From an optimization exercise on the open Yosys and OpenROAD flow, aimed at small area; shortcuts taken in it are not production practice. Only simulation tests tie the RTL to the original design; equivalence was not proved. Power figures rest on the tool's default switching activity, not on a simulated workload.

$ cat design/flow/run.sh
#!/bin/bash
# synth_recipe.tcl (not shown) runs the flow's synth.tcl, then flattens the netlist and writes it again
# the make line also repeats each setting of config.mk as NAME=value (left out here)
make -C /OpenROAD-flow-scripts/flow DESIGN_CONFIG=/design/flow/config.mk WORK_HOME=/design/flow/orfs CLKGATE_MAP_FILE= SYNTH_SCRIPT=/design/flow/synth_recipe.tcl finish
$ cat design/flow/config.mk
export PLATFORM = sky130hd
export DESIGN_NAME = i2c_slave
export DESIGN_NICKNAME = i2c_slave
export VERILOG_FILES = /design/flow/design.v
export SDC_FILE = /design/flow/constraint.sdc
export NUM_CORES = 4
export LEC_CHECK = 0
export CAP_MARGIN = 20
export CORE_MARGIN = 2
export CORE_UTILIZATION = 40
export SLEW_MARGIN = 20
$ cat design/flow/constraint.sdc
create_clock -name core_clock -period 5.0 [get_ports {i_clk}]
set_input_delay 1.0000 -clock core_clock [delete_from_list [all_inputs] [get_ports {i_clk}]]
set_output_delay 1.0000 -clock core_clock [all_outputs]
set_load 0.01 [all_outputs]
$ cat design/flow/design.v
`timescale 1ns / 1ps
module i2c_slave #(
    parameter I2C_SLAVE_ADR = 7'h32  
) (
    input   wire        i_clk,       
    input   wire        i_rst,       
    input   wire        i_en,        
    output  wire        o_busy,      
    input   wire        i_scl,       
    input   wire        i_sda,       
    output  wire        o_sda,       
    output  reg         o_sda_oe,    
    input   wire [7:0]  i_data_tx,   
    output  reg  [7:0]  o_data_rx,   
    output  reg         o_int_tx,    
    output  reg         o_int_rx     
);
localparam IDLE         = 9'b0_0000_0001;   
localparam START        = 9'b0_0000_0010;   
localparam CMD          = 9'b0_0000_0100;   
localparam ACK_CMD      = 9'b0_0000_1000;   
localparam WRITE        = 9'b0_0001_0000;   
localparam ACK_WRITE    = 9'b0_0010_0000;   
localparam READ         = 9'b0_0100_0000;   
localparam ACK_READ     = 9'b0_1000_0000;   
localparam STOP         = 9'b1_0000_0000;   
reg [8:0] r_state, n_state;
reg       n_sda, r_sda;
wire      r_cnt_en;
reg       r_ack_flag;
reg [7:0] r_buffer_tx, r_buffer_rx;
reg [2:0] r_bit_cnt;
reg [2:0] r_sda_in_sync, r_scl_in_sync;
reg       r_scl_in_rise, r_scl_in_fall;
wire      r_scl_in_fall_prev;
reg       r_det_start, r_det_stop;
reg       latch_buff_tx;
wire      sda_oe_mux;
always @(posedge i_clk) begin
    if(i_rst) begin
        r_scl_in_sync <= 3'b111;
    end else begin
        r_scl_in_sync[0] <= i_scl;
        r_scl_in_sync[1] <= r_scl_in_sync[0];
        r_scl_in_sync[2] <= r_scl_in_sync[1];
    end
end
always @(posedge i_clk) begin
    if(i_rst) begin
        r_sda_in_sync <= 3'b111;
    end else begin
        r_sda_in_sync[0] <= i_sda;
        r_sda_in_sync[1] <= r_sda_in_sync[0];
        r_sda_in_sync[2] <= r_sda_in_sync[1];
    end
end
always @(posedge i_clk) begin
    if (i_rst) begin
        r_scl_in_rise <= 1'b0;
    end else begin
        r_scl_in_rise <= r_scl_in_sync[1] & ~r_scl_in_sync[2];
    end
end
assign r_scl_in_fall_prev = ~r_scl_in_sync[1] & r_scl_in_sync[2];
always @(posedge i_clk) begin
    if (i_rst) begin
        r_scl_in_fall <= 1'b0;
    end else begin
        r_scl_in_fall <= r_scl_in_fall_prev;
    end
end
always @(posedge i_clk) begin
    if (i_rst) begin
        r_det_start <= 1'b0;
    end else begin
        r_det_start <= (~r_sda_in_sync[1] & r_sda_in_sync[2]) & r_scl_in_sync[2];
    end
end
always @(posedge i_clk) begin
    if (i_rst) begin
        r_det_stop <= 1'b0;
    end else begin
        r_det_stop <= (r_sda_in_sync[1] & ~r_sda_in_sync[2]) & r_scl_in_sync[2];
    end
end
always @(posedge i_clk) begin
    if (i_rst) begin
        r_bit_cnt <= 3'h7;
    end else begin
        if (r_state == IDLE) begin
            r_bit_cnt <= 3'h7;
        end else if(r_cnt_en && r_scl_in_fall) begin
            r_bit_cnt <= r_bit_cnt - 1;
        end
    end
end
always @(posedge i_clk) begin
    if (i_rst)  r_state <= IDLE;
    else        r_state <= n_state;
end
always @* begin
    latch_buff_tx = 1'b0;
    n_sda = 1'b1;
    n_state = IDLE;
    case(r_state)
        IDLE: begin
            if (i_en && r_det_start)  n_state = START;
            else                      n_state = IDLE;
        end
        START: begin
            if (r_scl_in_fall)  n_state = CMD;
            else                n_state = START;
        end
        CMD: begin
            if (r_bit_cnt == 0 && r_scl_in_fall)  n_state = ACK_CMD;
            else                                  n_state = CMD;
        end
        ACK_CMD: begin
            if (r_buffer_rx[7:1] == I2C_SLAVE_ADR) begin
                n_sda = 1'b0;
                if (r_scl_in_fall) begin
                    n_sda = 1'b1;
                    if (r_buffer_rx[0]) begin
                        latch_buff_tx = 1'b1;
                        n_state = WRITE;
                    end else begin
                        n_state = READ;
                    end
                end else begin
                    n_state = ACK_CMD;
                end
            end else begin
                n_state = STOP;
            end
        end
        WRITE: begin
            n_sda = r_buffer_tx[r_bit_cnt];
            if (r_bit_cnt == 0 && r_scl_in_fall)  n_state = ACK_WRITE;
            else if (r_det_start)                 n_state = START;
            else if (r_det_stop)                  n_state = IDLE;
            else                                  n_state = WRITE;
        end
        ACK_WRITE: begin
            if (r_scl_in_fall) begin
                if (r_ack_flag) begin
                    latch_buff_tx = 1'b1;
                    n_state = WRITE;
                end else begin
                  n_state = STOP;
                end
            end else begin
                n_state = ACK_WRITE;
          end
        end
        READ: begin
            if (r_bit_cnt == 0 && r_scl_in_fall)  n_state = ACK_READ;
            else if (r_det_start)                 n_state = START;
            else if (r_det_stop)                  n_state = IDLE;
            else                                  n_state = READ;
        end
        ACK_READ: begin
            n_sda = 1'b0;
            if (r_scl_in_fall) begin
                n_sda = 1'b1;
                n_state = READ;
            end else begin
                n_state = ACK_READ;
            end
        end
        STOP: begin
            if (r_det_stop)   n_state = IDLE;
            else              n_state = STOP;
        end
        default: begin
            latch_buff_tx = 1'b0;
            n_sda = 1'b1;
            n_state = IDLE;
        end
    endcase
end
always @(posedge i_clk) begin
    if(i_rst) begin
        r_buffer_tx <= 8'h00;
    end else if(latch_buff_tx) begin
        r_buffer_tx <= i_data_tx;
    end
end
always @(posedge i_clk) begin
    if(i_rst) begin
        r_buffer_rx <= 8'h00;
    end else if((r_state == CMD || r_state == READ) && (r_scl_in_rise)) begin
        r_buffer_rx[r_bit_cnt] <= r_sda_in_sync[2];
    end else if((r_state == IDLE)) begin
        r_buffer_rx <= 8'h00;
    end
end
always @(posedge i_clk) begin
    if(i_rst) begin
        o_int_tx <= 1'b0;
    end else if((r_state == WRITE) && (r_bit_cnt == 0 && r_scl_in_fall)) begin
        o_int_tx <= 1'b1;
    end else begin
        o_int_tx <= 1'b0;
    end
end
always @(posedge i_clk) begin
    if(i_rst) begin
        o_int_rx <= 1'b0;
    end else if((r_state == ACK_READ) && r_scl_in_rise) begin
        o_int_rx <= 1'b1;
    end else begin
        o_int_rx <= 1'b0;
    end
end
always @(posedge i_clk) begin
    if(i_rst) begin
        r_ack_flag <= 1'b0;
    end else if(r_state == ACK_WRITE) begin
        if (r_scl_in_rise) begin
            if (~r_sda_in_sync[2]) begin
                r_ack_flag <= 1'b1;
            end else begin
                r_ack_flag <= 1'b0;
            end
        end
    end else begin
        r_ack_flag <= 1'b0;
    end
end
assign r_cnt_en = (r_state == CMD || r_state == WRITE || r_state == READ) ? 1'b1 : 1'b0;
assign o_busy = (r_state == IDLE) ? 1'b0 : 1'b1;
always @(posedge i_clk) begin
    if(i_rst) begin
        o_data_rx <= 8'h00;
    end else if(r_scl_in_rise && (r_state == ACK_READ)) begin
        o_data_rx <= r_buffer_rx;
    end
end
always @(posedge i_clk) begin
    if (i_rst) begin
        r_sda <= 1'b1;
    end else begin
        r_sda <= n_sda;
    end
end
assign sda_oe_mux = (r_sda) ? 1'b0 : 1'b1;
always @(posedge i_clk) begin
    if (i_rst) begin
        o_sda_oe <= 1'b0;
    end else begin
        o_sda_oe <= sda_oe_mux;
    end
end
assign o_sda = 1'b0;
endmodule
==> results.txt <==
[through the flow]
stage | utilization (%) | cells | hold WS, ps | instance area [µm²]
floorplan | - | 285 | 362.7 | 2530
CTS | 47.67 | 374 | 386.5 | 2873
global placement | 46.10 | 366 | 369.5 | 2778
detailed placement | 46.10 | 366 | 372.2 | 2778
finish | 47.67 | 374 | 384.6 | 2873
global route | 47.67 | 374 | 411.3 | 2873
[cell families after synthesis]
kind of cell             Yosys count
flip-flops                        51
adder cells (fa/ha/maj)            4
other                              1
AND/OR/NAND/NOR                  122
AO/OA/AOI/OAI                     67
buffers and inverters             27
multiplexers                      10
XOR/XNOR                           3
[worst paths after layout]
| kind | startpoint | to | slack (ps) |
|---|---|---|---|
| max | r_state[0] | o_busy | 1640 |
| min reg2reg | r_sda | o_sda_oe | 380 |
| max reg2reg | r_bit_cnt[0] | r_state[6] | 2800 |
| min | r_sda | o_sda_oe | 380 |
[worst register-to-register path, cell delays in order (launching register included)]
cell and delay (ps):
dfxtp_1 500, inv_1 150, ha_1 220, ha_1 260
a211oi_1 340, a21oi_1 110, or3_1 310, a221oi_1 220
[where the power goes]
part           internal [W]  switching, W
clock              0.000114      0.000140
combinational     0.0000137     0.0000143
sequential         0.000409    0.00000328
[layer usage]
layer	vias up	part of all wire, %	global-route usage (%)	routed length [µm]
met5	-	0	0	0
met4	0	1.4	6.158	84
met2	50	44	25.00	2693
met3	10	4.5	3.858	277
li1	1088	-	-	-
met1	1064	50	26.15	3037
[flip-flops by register name, indices dropped and copies added (netlist names)]
name           count
o_int_rx           1
o_data_rx          8
r_state            9
r_sda              1
r_scl_in_sync      3
r_det_start        1
r_buffer_rx        8
r_scl_in_rise      1
r_ack_flag         1
r_scl_in_fall      1
o_int_tx           1
r_buffer_tx        8
r_det_stop         1
o_sda_oe           1
r_bit_cnt          3
r_sda_in_sync      3
[synthesized netlist by cell type, types with 2 or more instances]
master	number
o211a_1	2
dfxtp_1	51
nand3_1	23
ha_1	4
or4_1	2
and4_1	2
nand2_1	16
nand4b_1	2
o21ai_0	7
buf_2	3
nor4b_1	6
or2_2	7
nand4_2	2
o211ai_1	18
inv_1	8
or3_1	11
buf_6	2
nor2_1	19
and2_1	2
a31oi_1	6
xor2_1	2
a21boi_0	2
nor3b_1	5
nor2b_1	4
and3b_1	2
mux4_2	2
nor4b_2	2
a21oi_1	20
nand4_1	7
clkbuf_1	13
mux2i_1	8
nor3_1	5
a32oi_1	3
[layout by cell type (no fill, tap or decap), types with 2 or more instances in the layout]
cell type / Yosys / final
dfxtp_1: 51 / 51
clkdlybuf4s50_1: 0 / 24
nand3_1: 23 / 23
a21oi_1: 20 / 20
nor2_1: 19 / 19
o211ai_1: 18 / 18
nand2_1: 16 / 16
or3_1: 11 / 11
inv_1: 8 / 8
mux2i_1: 8 / 8
or2_2: 7 / 7
nand4_1: 7 / 7
o21ai_0: 7 / 7
nor4b_1: 6 / 6
a31oi_1: 6 / 6
clkbuf_8: 0 / 6
nor3_1: 5 / 5
nor3b_1: 5 / 5
nor2b_1: 4 / 4
ha_1: 4 / 4
a32oi_1: 3 / 3
nand4_2: 2 / 2
xor2_1: 2 / 2
and4_1: 2 / 2
a21boi_0: 2 / 2
and3b_1: 2 / 2
nor4b_2: 2 / 2
and2_1: 2 / 2
or4_1: 2 / 2
nand4b_1: 2 / 2
mux4_2: 2 / 2
o211a_1: 2 / 2
[final cells by class]
cell class / count / area (µm²) / area share [%]
Timing Repair Buffer: 25 / 247.7 / 8.624
Inverter: 8 / 30.03 / 1.045
Multi-Input combinational cell: 207 / 1385 / 48.21
Tap cell: 75 / 93.84 / 3.267
Clock buffer: 7 / 86.33 / 3.005
Clock inverter: 1 / 8.758 / 0.3049
Sequential cell: 51 / 1021 / 35.54
==> results.txt <==
The synthesized netlist cell count was 285. After detailed routing, the average wire length per cell comes to 16.29 µm. The multiplexer area fraction after synthesis was 4.946%. The remaining antenna violation count is 0.

By area, the combinational part of the netlist is dominated by simple AND/OR/NAND/NOR gates. The tools report the via count as 2,212. Category of the worst setup path launch point: a register. The initial antenna violation count was 0. Setup violations remaining at the end of the flow were counted as 0. Fraction of registers with async set or reset after synthesis: 0%. The cell accounting for the most synthesized area is dfxtp_1. The peak clock frequency supported by timing is 0.2975 GHz, and the antenna diode count is 0. Summed over all cells, the static leakage comes to 1.044 nW.

Entering global routing, the biggest net connects 29 pins. The logs give 0 for the quantity of hold-fixing buffers added after cts and 2 for the number of H-tree branching levels. The sum of negative setup slack is 0 ps. The final count of pins violating max slew came out at 0. The most frequently used flop master after synthesis is dfxtp_1. Setup slack on the critical path of the routed design comes to 1639 ps.

Top fanout value on the critical path: 10. Once detailed placement completed, the half-perimeter wirelength came to 4315 µm. The kind of end point of the critical path is an output pin. The critical path goes through nor4b_1 > nand3_1 > clkdlybuf4s50_1. In this run, CTS created clock tree buffers numbering 5. The post-detailed-routing wire length was 6092 µm; the arrival time of data at the critical path endpoint was 2360 ps. The row count is 28. The clock net in this run drives a total of 51 sinks. Final count of hold timing violations: 0. Root cell of the clock tree: clkbuf_8. The critical path's largest stage delay works out to 600 ps. The proportion of netlist area held by the largest area contributor is 40.36%.

The mapped netlist covers 0.002530 mm². The total routing usage reported by global routing is 17.60%, and the number of setup buffers added after CTS is 0. The detailed router finished its first iteration with 178 violations. The cell count of the worst hold path came out at 1.

Once the floorplan was initialized, standard cells occupied 41.99% of the core. The average cell area after synthesis is 8.877 µm². The type of the worst min-delay path was reg2reg. Summing the areas of all compound-gate instances in the mapped netlist gives 17.85% of the synthesized area. The number of enable flip-flop cells after synthesis was 0; the number of global-route vias before repair was 2,038. TritonCTS built the clock tree. The tools report the wire length of the first global-routing pass as 10,050 µm.

The data required time of the critical path was 4000 ps. The adder-cell area share of the yosys netlist is 1.978%. The filler cells instantiated in the layout total 603. The area growth from synthesis to layout is 13.55%. The region available for standard cell placement spans 0.006026 mm². At the placement stage, the worst setup path has a slack of 2002 ps. For this run, design rule violations remaining after detail routing come to 0. The family with the most delay on the worst path is simple AND/OR/NAND/NOR gates. Before antenna repair, the detailed router went through 4 iterations. Share of post-route cells with drive strength above 1: 8.027%.

Synthesis produced a netlist with a net count of 302. The tools report the warning count from the yosys run as 1. After synthesis, the cell types taking the most area are dfxtp_1, o211ai_1, nand3_1. The run gives 26 as the I/O pin total.

The worst setup path is of the reg2out kind. The worst register-to-register path has a depth of 7. The height of the die was 83.53 µm. Setup repair after global routing left no endpoint under its margin. Clock-pin slew was measured on the worst setup and hold paths at 100 ps.

The worst slew margin relative to its limit came out at 50.78%. The clock period could shrink to 3361 ps. The tools report the maximum number of buffers from clock root to sink as 2. For the number of max-cap violations, the log shows 0. In this run, post-CTS repair resized a total of 0 instances.

The worst clock skew on the final layout is 8.051 ps. After layout, the worst path uses 67.23% of the clock period. Counting buffers and inverters, the worst setup path is 3 cells deep. The sequential-to-total area share from yosys stat was 40.36%.

For the pin with the worst max-slew slack, the measured transition is 732.6 ps. The run gives 50 as the number of different library cells in the post-synthesis netlist. The flow ran to the end and the layout has no timing, DRC or antenna violations. The width of the die is 83.53 µm, and the full die area is 0.006977 mm².

The number of buffers added on ports was 24; the worst-skew pair later-pin latency was 310 ps. The basic-gate share of the synthesized area counting and, or, nand and nor cells works out to 28.78%. Summed over all layers, the global routing overflow is 0. In the routed layout, each cell is associated on average with a via count of 5.914. The number of buffers and inverters on the critical path came out at 1.

The run gives 315 as the number of nets at the end of the flow. The synthesized netlist devotes 1.039% of its cell area to XOR and XNOR gates. The run gives 0.0006942 W as the overall power. On the critical path, the stage with the largest delay is an instance of clkdlybuf4s50_1. The maximum resistive drop on vdd is 0.1153 mV, and the final estimated routing congestion in global placement is 0.8994. The synthesized design contains 51 register bits. Power spread over the standard cell area amounts to 241.7 mW/mm².

==> port drivers added, routing unchanged <==
The flow's constraints put no driver on any port. The routed layout listed below was extracted and timed again, unchanged, in two steps.
Step 1, drivers: a clkbuf_16 drives i_clk and a buf_2 each remaining input, both assumed.
Step 2 times the ports against the registers' clock, not the clock port: input delays grow and output delays shrink by t, the midpoint of the rising clock arrivals with the driver on.
Three values: no drivers, after step 1, after step 2; two values: the first two.
shift t [ns]: 0.335
setup slack, ns: 1.639 / 1.610 / 1.945
cell pins on the clock port's net: 1
After both steps this run still meets setup and hold. The setup slack of this run moves by -0.029 ns with the drivers and by +0.306 ns with both steps.
